Source: an optimization exercise on an open RTL-to-GDS flow (aim: small area, a short achievable clock period and few clock cycles). Production flows keep margins and buffers that such runs may drop.
At most, simulation tests tie the RTL to the original design; equivalence was not proved.

==> run Z: inputs <==
==> flow/design.v <==
module FemtoRV32(
   input         clk,
   output [31:0] mem_addr,   
   output [31:0] mem_wdata,  
   output [3:0]  mem_wmask,  
   input  [31:0] mem_rdata,  
   output        mem_rstrb,  
   input         mem_rbusy,  
   input         mem_wbusy,  
   input         reset       
);
   wire stall = mem_rbusy | mem_wbusy;
   reg [31:0] B_addr;
   reg [31:0] B_wdata;
   reg [3:0]  B_wmask;
   reg        B_rd;          
   reg        B_fetch;       
   reg        pend;          
   reg        D_valid;       
   reg [31:0] PC_D;          
   reg        E_valid;
   reg [31:0] E_rs1;         
   reg [31:0] E_op2;         
   reg [31:0] E_aux;         
   reg [4:0]  E_rd;
   reg [4:0]  E_rs1id;       
   reg [4:0]  E_rs2id;
   reg [2:0]  E_f3;
   reg        E_wr;          
   reg        E_isLoad, E_isStore, E_isBranch, E_isJALR, E_pred;
   reg        E_sub, E_arith;
   reg        E_selAdd, E_selSlt, E_selSltu, E_selXor, E_selOr, E_selAnd;
   reg        E_selShift, E_selAux, E_selCyc;
   reg        M_valid;       
   reg        M_isLoad;
   reg        M_wr;
   reg [4:0]  M_rd;
   reg [2:0]  M_f3;
   reg [1:0]  M_a;
   reg        W_valid;       
   reg        W_wr;
   reg [4:0]  W_rd;
   reg [2:0]  W_f3;
   reg [1:0]  W_a;
   reg [31:0] cycles;
   assign mem_addr  = B_addr;
   assign mem_wdata = B_wdata;
   assign mem_wmask = stall ? 4'b0000 : B_wmask;
   assign mem_rstrb = B_rd & !stall;
   reg [31:0] registerFile [1:31];
   wire        rf_we;
   wire [4:0]  rf_wa;
   wire [31:0] rf_wd;
   always @(posedge clk) begin
      if (rf_we)
         registerFile[rf_wa] <= rf_wd;
   end
   wire [31:0] I = mem_rdata;
   wire [4:0] D_rs1 = I[19:15];
   wire [4:0] D_rs2 = I[24:20];
   wire [4:0] D_rd  = I[11:7];
   wire [2:0] D_f3  = I[14:12];
   wire D_isLoad   = (I[6:2] == 5'b00000);
   wire D_isALUimm = (I[6:2] == 5'b00100);
   wire D_isAUIPC  = (I[6:2] == 5'b00101);
   wire D_isStore  = (I[6:2] == 5'b01000);
   wire D_isALUreg = (I[6:2] == 5'b01100);
   wire D_isLUI    = (I[6:2] == 5'b01101);
   wire D_isBranch = (I[6:2] == 5'b11000);
   wire D_isJALR   = (I[6:2] == 5'b11001);
   wire D_isJAL    = (I[6:2] == 5'b11011);
   wire D_isSYSTEM = (I[6:2] == 5'b11100);
   wire [31:0] Iimm = {{21{I[31]}}, I[30:20]};
   wire [31:0] Simm = {{21{I[31]}}, I[30:25], I[11:7]};
   wire [31:0] Bimm = {{20{I[31]}}, I[7], I[30:25], I[11:8], 1'b0};
   wire [31:0] Uimm = {I[31:12], 12'b0};
   wire [31:0] Jimm = {{12{I[31]}}, I[19:12], I[20], I[30:21], 1'b0};
   wire D_usesRs1 = !(D_isLUI | D_isAUIPC | D_isJAL);
   wire D_usesRs2 = D_isALUreg | D_isBranch | D_isStore;
   wire D_isALU   = D_isALUimm | D_isALUreg;
   wire D_pred    = D_isJAL | (D_isBranch & I[31]);    
   reg [31:0] rf_r1, rf_r2;
   integer ri;
   always @(*) begin
      rf_r1 = 32'b0;
      rf_r2 = 32'b0;
      for (ri = 1; ri < 32; ri = ri + 1) begin
         rf_r1 = rf_r1 | ({32{D_rs1 == ri}} & registerFile[ri]);
         rf_r2 = rf_r2 | ({32{D_rs2 == ri}} & registerFile[ri]);
      end
   end
   wire        E_fwd = E_valid & E_wr;
   wire [31:0] E_result;
   wire [31:0] D_r1 = (E_fwd && E_rd == D_rs1) ? E_result : rf_r1;
   wire [31:0] D_r2 = (E_fwd && E_rd == D_rs2) ? E_result : rf_r2;
   wire [31:0] D_imm = D_isStore           ? Simm :
                       (D_isLUI|D_isAUIPC) ? Uimm :
                                             Iimm;
   wire D_sub = D_isBranch | (D_isALU & (D_f3 == 3'b010 | D_f3 == 3'b011)) |
                (D_isALUreg & D_f3 == 3'b000 & I[30]);
   wire [31:0] D_op2 = (D_isALUreg | D_isBranch) ? D_r2 : D_imm;
   wire [31:0] D_target = PC_D + (I[3] ? Jimm : Bimm);    
   wire [31:0] D_pc4    = PC_D + 32'd4;
   wire E_stall = E_valid & (W_valid |
                  (M_valid & M_isLoad & M_wr &
                   (M_rd == E_rs1id | M_rd == E_rs2id | (E_wr & M_rd == E_rd))));
   wire E_exec  = E_valid & !E_stall;
   wire [32:0] X = {1'b0, E_rs1} + {1'b0, E_op2} + {32'b0, E_sub};
   wire        LTU = !X[32];
   wire        LT  = (E_rs1[31] ^ !E_op2[31]) ? E_rs1[31] : X[31];
   wire        EQ  = &(E_rs1 ^ E_op2);
   wire taken = (E_f3[2:1] == 2'b00) ? (EQ  ^ E_f3[0]) :
                (E_f3[2:1] == 2'b10) ? (LT  ^ E_f3[0]) :
                                       (LTU ^ E_f3[0]);
   wire        shLeft = !E_f3[2];
   wire [31:0] rs1rev;
   genvar gi;
   generate
      for (gi = 0; gi < 32; gi = gi + 1) begin : rev1
         assign rs1rev[gi] = E_rs1[31-gi];
      end
   endgenerate
   wire [31:0] shIn = shLeft ? rs1rev : E_rs1;
   wire        shFill = E_arith & E_rs1[31];
   wire [63:0] shExt = {{32{shFill}}, shIn} >> E_op2[4:0];
   wire [31:0] shR = shExt[31:0];
   wire [31:0] shRrev;
   generate
      for (gi = 0; gi < 32; gi = gi + 1) begin : rev2
         assign shRrev[gi] = shR[31-gi];
      end
   endgenerate
   wire [31:0] shOut = shLeft ? shRrev : shR;
   assign E_result =
      (E_selAdd   ? X[31:0]         : 32'b0) |
      (E_selSlt   ? {31'b0, LT}     : 32'b0) |
      (E_selSltu  ? {31'b0, LTU}    : 32'b0) |
      (E_selXor   ? E_rs1 ^ E_op2   : 32'b0) |
      (E_selOr    ? E_rs1 | E_op2   : 32'b0) |
      (E_selAnd   ? E_rs1 & E_op2   : 32'b0) |
      (E_selShift ? shOut           : 32'b0) |
      (E_selAux   ? E_aux           : 32'b0) |
      (E_selCyc   ? cycles_inc      : 32'b0);
   wire        E_redirect = E_exec & (E_isJALR | (E_isBranch & (taken ^ E_pred)));
   wire [31:0] E_newpc    = E_isJALR ? {X[31:1], 1'b0} : E_aux;
   wire        E_mem      = E_exec & (E_isLoad | E_isStore);
   wire [3:0] st_mask =
      E_f3[1] ? 4'b1111 :
      E_f3[0] ? (X[1] ? 4'b1100 : 4'b0011) :
                (4'b0001 << X[1:0]);
   wire [31:0] st_data = E_f3[1] ? E_aux :
                         E_f3[0] ? {2{E_aux[15:0]}} :
                                   {4{E_aux[7:0]}};
   wire D_enter    = D_valid & !E_stall & !E_redirect;
   wire D_refetch  = D_valid & E_stall;
   wire D_redirect = D_enter & D_pred;
   wire [15:0] ld_half = W_a[1] ? mem_rdata[31:16] : mem_rdata[15:0];
   wire  [7:0] ld_byte = W_a[0] ? ld_half[15:8] : ld_half[7:0];
   wire        ld_sign = !W_f3[2] & (W_f3[0] ? ld_half[15] : ld_byte[7]);
   wire [31:0] ld_data = W_f3[1] ? mem_rdata :
                         W_f3[0] ? {{16{ld_sign}}, ld_half} :
                                   {{24{ld_sign}}, ld_byte};
   assign rf_we = !stall & ((E_exec & E_wr) | (W_valid & W_wr));
   assign rf_wa = W_valid ? W_rd : E_rd;
   assign rf_wd = W_valid ? ld_data : E_result;
   wire [31:0] seq = pend ? PC_D : (B_fetch ? B_addr : PC_D) + 32'd4;
   always @(posedge clk) begin
      if (!reset) begin
         B_addr  <= 32'b0;
         B_rd    <= 1'b1;
         B_fetch <= 1'b1;
         B_wmask <= 4'b0000;
         pend    <= 1'b0;
         D_valid <= 1'b0;
         E_valid <= 1'b0;
         M_valid <= 1'b0;
         W_valid <= 1'b0;
      end else if (!stall) begin
         B_wmask <= 4'b0000;
         B_fetch <= !E_mem;
         B_rd    <= !(E_exec & E_isStore);
         if (E_mem) begin
            B_addr <= X[31:0];
            if (E_isStore) B_wmask <= st_mask;
            if (D_redirect) pend <= 1'b1;
         end else begin
            pend <= 1'b0;
            if (E_redirect)      B_addr <= E_newpc;
            else if (D_refetch)  B_addr <= PC_D;
            else if (D_redirect) B_addr <= D_target;
            else                 B_addr <= seq;
         end
         D_valid <= B_fetch & !E_redirect & !D_redirect & !D_refetch;
         if (!E_stall) E_valid <= D_enter;
         M_valid <= E_mem;
         W_valid <= M_valid & M_isLoad;
      end
   end
   always @(posedge clk) begin
      if (!stall) begin
         if (E_mem & D_redirect) PC_D <= D_target;
         else if (B_fetch)       PC_D <= B_addr;
         if (E_exec & E_isStore) B_wdata <= st_data;
         if (E_stall) begin
            if (W_valid & W_wr & E_rs1id == W_rd) E_rs1 <= ld_data;
            if (W_valid & W_wr & E_rs2id == W_rd) begin
               if (E_isStore) E_aux <= ld_data;
               else           E_op2 <= E_sub ? ~ld_data : ld_data;
            end
         end else begin
            E_rs1   <= (D_isAUIPC) ? PC_D : D_isLUI ? 32'b0 : D_r1;
            E_op2   <= D_sub ? ~D_op2 : D_op2;
            E_aux   <= D_isStore ? D_r2 :
                       (D_isBranch & !I[31]) ? D_target : D_pc4;
            E_rd    <= D_rd;
            E_rs1id <= D_usesRs1 ? D_rs1 : 5'd0;
            E_rs2id <= D_usesRs2 ? D_rs2 : 5'd0;
            E_f3    <= D_f3;
            E_wr    <= !(D_isBranch | D_isStore | D_isLoad) & (D_rd != 5'd0);
            E_isLoad   <= D_isLoad;
            E_isStore  <= D_isStore;
            E_isBranch <= D_isBranch;
            E_isJALR   <= D_isJALR;
            E_pred     <= I[31];
            E_sub      <= D_sub;
            E_arith    <= I[30];
            E_selAdd   <= (D_isALU & D_f3 == 3'b000) | D_isLUI | D_isAUIPC;
            E_selSlt   <= D_isALU & D_f3 == 3'b010;
            E_selSltu  <= D_isALU & D_f3 == 3'b011;
            E_selXor   <= D_isALU & D_f3 == 3'b100;
            E_selOr    <= D_isALU & D_f3 == 3'b110;
            E_selAnd   <= D_isALU & D_f3 == 3'b111;
            E_selShift <= D_isALU & D_f3[1:0] == 2'b01;
            E_selAux   <= D_isJAL | D_isJALR;
            E_selCyc   <= D_isSYSTEM;
         end
         if (E_mem) begin
            M_isLoad <= E_isLoad;
            M_wr  <= E_rd != 5'd0;
            M_rd  <= E_rd;
            M_f3  <= E_f3;
            M_a   <= X[1:0];
         end
         W_wr  <= M_wr;
         W_rd  <= M_rd;
         W_f3  <= M_f3;
         W_a   <= M_a;
      end
   end
   wire [31:0] cycles_inc = cycles + 1;
   always @(posedge clk) cycles <= !reset ? 32'b0 : cycles_inc;
endmodule
==> flow/run.sh <==
#!/bin/bash
# synth_recipe.tcl (not shown) runs the flow's synth.tcl, then flattens the netlist and writes it again
# the make line also repeats each setting of config.mk as NAME=value (left out here)
make -C /OpenROAD-flow-scripts/flow DESIGN_CONFIG=/design/flow/config.mk WORK_HOME=/design/flow/orfs CLKGATE_MAP_FILE= SYNTH_SCRIPT=/design/flow/synth_recipe.tcl finish
==> flow/config.mk <==
export PLATFORM = sky130hd
export DESIGN_NAME = FemtoRV32
export DESIGN_NICKNAME = FemtoRV32
export VERILOG_FILES = /design/flow/design.v
export SDC_FILE = /design/flow/constraint.sdc
export NUM_CORES = 4
export LEC_CHECK = 0
export CAP_MARGIN = 20
export CORE_MARGIN = 2
export CORE_UTILIZATION = 30
export PLACE_DENSITY = 0.5
export SETUP_SLACK_MARGIN = 4
export SLEW_MARGIN = 20
==> flow/constraint.sdc <==
create_clock -name core_clock -period 10.0 [get_ports {clk}]
set_input_delay 2.0000 -clock core_clock [delete_from_list [all_inputs] [get_ports {clk}]]
set_output_delay 2.0000 -clock core_clock [all_outputs]
set_load 0.01 [all_outputs]
==> inputs of run G, as changes to run Z <==
==> flow/design.v, changed modules only <==
module FemtoRV32(
   input         clk,
   output [31:0] mem_addr,   
   output [31:0] mem_wdata,  
   output [3:0]  mem_wmask,  
   input  [31:0] mem_rdata,  
   output        mem_rstrb,  
   input         mem_rbusy,  
   input         mem_wbusy,  
   input         reset       
);
   wire stall = mem_rbusy | mem_wbusy;
   function [32:0] fast_add(input [31:0] a, input [31:0] b, input cin);
      reg [31:0] g, p, G, P;
      integer lvl, i;
      begin
         g = a & b;
         p = a ^ b;
         G = g;
         P = p;
         G[0] = g[0] | (p[0] & cin);
         for (lvl = 0; lvl < 5; lvl = lvl + 1)
            for (i = 0; i < 32; i = i + 1)
               if (i[lvl]) begin
                  G[i] = G[i] | (P[i] & G[((i >> lvl) << lvl) - 1]);
                  P[i] = P[i] & P[((i >> lvl) << lvl) - 1];
               end
         fast_add = {G[31], p ^ {G[30:0], cin}};
      end
   endfunction
   reg [31:0] B_addr;
   reg [31:0] B_wdata;
   reg [3:0]  B_wmask;
   reg        B_rd;          
   reg        B_fetch;       
   reg        pend;          
   reg        D_valid;       
   reg [31:0] PC_D;          
   reg        E_valid;
   reg [31:0] E_rs1;         
   reg [31:0] E_op2;         
   reg [31:0] E_aux;         
   reg [4:0]  E_rd;
   reg [4:0]  E_rs1id;       
   reg [4:0]  E_rs2id;
   reg [2:0]  E_f3;
   reg        E_wr;          
   reg        E_isLoad, E_isStore, E_isBranch, E_isJALR, E_pred;
   reg        E_sub, E_arith;
   reg        E_selAdd, E_selSlt, E_selSltu, E_selXor, E_selOr, E_selAnd;
   reg        E_selShift, E_selAux, E_selCyc, E_selImm;
   reg        M_valid;       
   reg        M_isLoad;
   reg        M_wr;
   reg [4:0]  M_rd;
   reg [2:0]  M_f3;
   reg [1:0]  M_a;
   reg        W_valid;       
   reg        W_wr;
   reg [4:0]  W_rd;
   reg [2:0]  W_f3;
   reg [1:0]  W_a;
   reg [31:0] cycles;
   assign mem_addr  = B_addr;
   assign mem_wdata = B_wdata;
   assign mem_wmask = stall ? 4'b0000 : B_wmask;
   assign mem_rstrb = B_rd & !stall;
   reg [31:0] registerFile [1:31];
   wire        rf_we;
   wire [4:0]  rf_wa;
   wire [31:0] rf_wd;
   always @(posedge clk) begin
      if (rf_we)
         registerFile[rf_wa] <= rf_wd;
   end
   wire [31:0] I = mem_rdata;
   wire [4:0] D_rs1 = I[19:15];
   wire [4:0] D_rs2 = I[24:20];
   wire [4:0] D_rd  = I[11:7];
   wire [2:0] D_f3  = I[14:12];
   wire D_isLoad   = (I[6:2] == 5'b00000);
   wire D_isALUimm = (I[6:2] == 5'b00100);
   wire D_isAUIPC  = (I[6:2] == 5'b00101);
   wire D_isStore  = (I[6:2] == 5'b01000);
   wire D_isALUreg = (I[6:2] == 5'b01100);
   wire D_isLUI    = (I[6:2] == 5'b01101);
   wire D_isBranch = (I[6:2] == 5'b11000);
   wire D_isJALR   = (I[6:2] == 5'b11001);
   wire D_isJAL    = (I[6:2] == 5'b11011);
   wire D_isSYSTEM = (I[6:2] == 5'b11100);
   wire [31:0] Iimm = {{21{I[31]}}, I[30:20]};
   wire [31:0] Simm = {{21{I[31]}}, I[30:25], I[11:7]};
   wire [31:0] Bimm = {{20{I[31]}}, I[7], I[30:25], I[11:8], 1'b0};
   wire [31:0] Uimm = {I[31:12], 12'b0};
   wire [31:0] Jimm = {{12{I[31]}}, I[19:12], I[20], I[30:21], 1'b0};
   wire D_usesRs1 = !(D_isLUI | D_isAUIPC | D_isJAL);    
   wire D_usesRs2 = D_isALUreg | D_isBranch | D_isStore;
   wire D_isALU   = D_isALUimm | D_isALUreg;
   wire D_pred    = D_isJAL | (D_isBranch & I[31]);    
   reg [31:0] rf_r1, rf_r2;
   integer ri;
   always @(*) begin
      rf_r1 = 32'b0;
      rf_r2 = 32'b0;
      for (ri = 1; ri < 32; ri = ri + 1) begin
         rf_r1 = rf_r1 | ({32{D_rs1 == ri}} & registerFile[ri]);
         rf_r2 = rf_r2 | ({32{D_rs2 == ri}} & registerFile[ri]);
      end
   end
   wire        E_fwd = E_valid & E_wr;
   wire [31:0] E_result;
   wire [31:0] D_r1 = (E_fwd && E_rd == D_rs1) ? E_result : rf_r1;
   wire [31:0] D_r2 = (E_fwd && E_rd == D_rs2) ? E_result : rf_r2;
   wire [31:0] D_imm = D_isStore           ? Simm :
                       (D_isLUI|D_isAUIPC) ? Uimm :
                                             Iimm;
   wire D_sub = D_isBranch | (D_isALU & (D_f3 == 3'b010 | D_f3 == 3'b011)) |
                (D_isALUreg & D_f3 == 3'b000 & I[30]);
   wire [31:0] D_op2 = (D_isALUreg | D_isBranch) ? D_r2 : D_imm;
   wire [31:0] D_target = fast_add(PC_D, I[3] ? Jimm : I[2] ? Uimm : Bimm, 1'b0);
   wire [31:0] D_pc4    = fast_add(PC_D, 32'd4, 1'b0);
   wire E_stall = E_valid & (W_valid |
                  (M_valid & M_isLoad & M_wr &
                   (M_rd == E_rs1id | M_rd == E_rs2id | (E_wr & M_rd == E_rd))));
   wire E_exec  = E_valid & !E_stall;
   wire [32:0] X = fast_add(E_rs1, E_op2, E_sub);
   wire        LTU = !X[32];
   wire        LT  = (E_rs1[31] ^ !E_op2[31]) ? E_rs1[31] : X[31];
   wire        EQ  = &(E_rs1 ^ E_op2);
   wire taken = (E_f3[2:1] == 2'b00) ? (EQ  ^ E_f3[0]) :
                (E_f3[2:1] == 2'b10) ? (LT  ^ E_f3[0]) :
                                       (LTU ^ E_f3[0]);
   wire        shLeft = !E_f3[2];
   wire [31:0] rs1rev;
   genvar gi;
   generate
      for (gi = 0; gi < 32; gi = gi + 1) begin : rev1
         assign rs1rev[gi] = E_rs1[31-gi];
      end
   endgenerate
   wire [31:0] shIn = shLeft ? rs1rev : E_rs1;
   wire        shFill = E_arith & E_rs1[31];
   wire [63:0] shExt = {{32{shFill}}, shIn} >> E_op2[4:0];
   wire [31:0] shR = shExt[31:0];
   wire [31:0] shRrev;
   generate
      for (gi = 0; gi < 32; gi = gi + 1) begin : rev2
         assign shRrev[gi] = shR[31-gi];
      end
   endgenerate
   wire [31:0] shOut = shLeft ? shRrev : shR;
   assign E_result =
      (E_selAdd   ? X[31:0]         : 32'b0) |
      (E_selSlt   ? {31'b0, LT}     : 32'b0) |
      (E_selSltu  ? {31'b0, LTU}    : 32'b0) |
      (E_selXor   ? E_rs1 ^ E_op2   : 32'b0) |
      (E_selOr    ? E_rs1 | E_op2   : 32'b0) |
      (E_selAnd   ? E_rs1 & E_op2   : 32'b0) |
      (E_selShift ? shOut           : 32'b0) |
      (E_selAux   ? E_aux           : 32'b0) |
      (E_selImm   ? E_op2           : 32'b0) |
      (E_selCyc   ? cycles_inc      : 32'b0);
   wire        E_redirect = E_exec & (E_isJALR | (E_isBranch & (taken ^ E_pred)));
   wire [31:0] E_newpc    = E_isJALR ? {X[31:1], 1'b0} : E_aux;
   wire        E_mem      = E_exec & (E_isLoad | E_isStore);
   wire [3:0] st_mask =
      E_f3[1] ? 4'b1111 :
      E_f3[0] ? (X[1] ? 4'b1100 : 4'b0011) :
                (4'b0001 << X[1:0]);
   wire [31:0] st_data = E_f3[1] ? E_aux :
                         E_f3[0] ? {2{E_aux[15:0]}} :
                                   {4{E_aux[7:0]}};
   wire D_enter    = D_valid & !E_stall & !E_redirect;
   wire D_refetch  = D_valid & E_stall;
   wire D_redirect = D_valid & !E_stall & D_pred;
   wire [15:0] ld_half = W_a[1] ? mem_rdata[31:16] : mem_rdata[15:0];
   wire  [7:0] ld_byte = W_a[0] ? ld_half[15:8] : ld_half[7:0];
   wire        ld_sign = !W_f3[2] & (W_f3[0] ? ld_half[15] : ld_byte[7]);
   wire [31:0] ld_data = W_f3[1] ? mem_rdata :
                         W_f3[0] ? {{16{ld_sign}}, ld_half} :
                                   {{24{ld_sign}}, ld_byte};
   assign rf_we = !stall & ((E_exec & E_wr) | (W_valid & W_wr));
   assign rf_wa = W_valid ? W_rd : E_rd;
   assign rf_wd = W_valid ? ld_data : E_result;
   wire [31:0] seq = pend ? PC_D : fast_add(B_fetch ? B_addr : PC_D, 32'd4, 1'b0);
   wire [31:0] B_next = E_mem      ? X[31:0] :
                        D_refetch  ? PC_D :
                        D_redirect ? D_target :
                                     seq;
   always @(posedge clk) begin
      if (!reset) begin
         B_addr  <= 32'b0;
         B_rd    <= 1'b1;
         B_fetch <= 1'b1;
         B_wmask <= 4'b0000;
         pend    <= 1'b0;
         D_valid <= 1'b0;
         E_valid <= 1'b0;
         M_valid <= 1'b0;
         W_valid <= 1'b0;
      end else if (!stall) begin
         B_wmask <= 4'b0000;
         B_fetch <= !E_mem;
         B_rd    <= !(E_exec & E_isStore);
         if (E_isStore & E_exec) B_wmask <= st_mask;
         pend   <= E_mem & D_redirect;
         B_addr <= E_redirect ? E_newpc : B_next;
         D_valid <= B_fetch & !E_redirect & !D_redirect & !D_refetch;
         if (!E_stall) E_valid <= D_enter;
         M_valid <= E_mem;
         W_valid <= M_valid & M_isLoad;
      end
   end
   always @(posedge clk) begin
      if (!stall) begin
         if (E_mem & D_redirect) PC_D <= D_target;
         else if (B_fetch)       PC_D <= B_addr;
         if (E_exec & E_isStore) B_wdata <= st_data;
         if (E_stall) begin
            if (W_valid & W_wr & E_rs1id == W_rd) E_rs1 <= ld_data;
            if (W_valid & W_wr & E_rs2id == W_rd) begin
               if (E_isStore) E_aux <= ld_data;
               else           E_op2 <= E_sub ? ~ld_data : ld_data;
            end
         end else begin
            E_rs1   <= D_r1;
            E_op2   <= D_sub ? ~D_op2 : D_op2;
            E_aux   <= D_isStore ? D_r2 :
                       ((D_isBranch & !I[31]) | D_isAUIPC) ? D_target : D_pc4;
            E_rd    <= D_rd;
            E_rs1id <= D_usesRs1 ? D_rs1 : 5'd0;
            E_rs2id <= D_usesRs2 ? D_rs2 : 5'd0;
            E_f3    <= D_f3;
            E_wr    <= !(D_isBranch | D_isStore | D_isLoad) & (D_rd != 5'd0);
            E_isLoad   <= D_isLoad;
            E_isStore  <= D_isStore;
            E_isBranch <= D_isBranch;
            E_isJALR   <= D_isJALR;
            E_pred     <= I[31];
            E_sub      <= D_sub;
            E_arith    <= I[30];
            E_selAdd   <= D_isALU & D_f3 == 3'b000;
            E_selImm   <= D_isLUI;
            E_selSlt   <= D_isALU & D_f3 == 3'b010;
            E_selSltu  <= D_isALU & D_f3 == 3'b011;
            E_selXor   <= D_isALU & D_f3 == 3'b100;
            E_selOr    <= D_isALU & D_f3 == 3'b110;
            E_selAnd   <= D_isALU & D_f3 == 3'b111;
            E_selShift <= D_isALU & D_f3[1:0] == 2'b01;
            E_selAux   <= D_isJAL | D_isJALR | D_isAUIPC;
            E_selCyc   <= D_isSYSTEM;
         end
         if (E_mem) begin
            M_isLoad <= E_isLoad;
            M_wr  <= E_rd != 5'd0;
            M_rd  <= E_rd;
            M_f3  <= E_f3;
            M_a   <= X[1:0];
         end
         W_wr  <= M_wr;
         W_rd  <= M_rd;
         W_f3  <= M_f3;
         W_a   <= M_a;
      end
   end
   wire [31:0] cycles_inc = fast_add(cycles, 32'd1, 1'b0);
   always @(posedge clk) cycles <= !reset ? 32'b0 : cycles_inc;
endmodule
- CAP_MARGIN: 20 -> 30
- CORE_UTILIZATION: 30 -> 40
- CTS_BUF_LIST: default -> sky130_fd_sc_hd__clkbuf_8
- CTS_CLUSTER_SIZE: default -> 25
- PLACE_DENSITY: 0.5 -> 0.6
- SETUP_SLACK_MARGIN: 4 -> 5
- SLEW_MARGIN: 20 -> 30
==> impl_metrics.yaml <==
die:
  die_y_um: 483
timing:
  setup_ws_ns: 3.60
route:
  via_count: 63200
worst_hold_path:
  worstHoldStart: "M_f3[1]"
placement:
  dpl_worst_slack_ns: 2.80
yosys:
  synth_seq_cells: 1285
  yosysUniqueCellTypes: 100
  synthMuxAreaShare_pct: 5.16
layout:
  clockNetworkAreaShare_pct: 5.97
  layout_common_cells: "edfxtp_1, a22oi_1, nand2_1"
  buf_share_pct: 4.29
run_status:
  status: "timing/DRC/antenna clean"
clocking:
  cts.repair.resized: 36
setup_path:
  critPathLaunch: "mem_rdata[18]"
The numbers above come from run Z.

==> impl_metrics.yaml <==
yosys:
  synthMuxAreaShare_pct: 4.04
  synth_seq_cells: 1286
  yosysUniqueCellTypes: 93
setup_path:
  critPathLaunch: "mem_rdata[20]"
placement:
  dpl_worst_slack_ns: 3.10
clocking:
  cts.repair.resized: 108
layout:
  clockNetworkAreaShare_pct: 5.30
  buf_share_pct: 5.03
  layout_common_cells: "edfxtp_1, a22oi_1, nand2_1"
route:
  via_count: 62600
run_status:
  status: "timing/DRC/antenna clean"
The numbers above come from run G.

Testbench counts of run G, summed over its fixed seeds: cycles 90,074.
Only the layout flow was run in run Z; the RTL was not checked for function there.

## separate check: timing with driven ports
Ports are ideal in the flow. The routed layouts listed here were re-timed in OpenROAD.
Step 1, drivers: a clkbuf_16 drives clk and a buf_2 each remaining input, both assumed.
Step 2, shift: input delay + t, output delay - t, t = (earliest + latest rising clock arrival at the registers) / 2. This alone moves slack from input paths to output paths.
a / b / c = ideal / step 1 / step 2; a / b = the first two.
run | t (ns) | setup WS [ns] | hold slack, ns | worst slew at a driven data input, ns | cell pins on the clock port's net
run Z | 0.908 | 3.598 / 3.524 / 2.616 | 0.421 / 0.421 / 0.421 | 0.26 | 1
run G | 1.061 | 4.802 / 4.853 / 3.792 | 0.426 / 0.426 / 0.426 | 0.04 | 1
After both steps every run listed still meets setup and hold. For run G, which loses most, drivers alone change the setup slack by +0.051 ns; drivers and shift together by -1.010 ns.
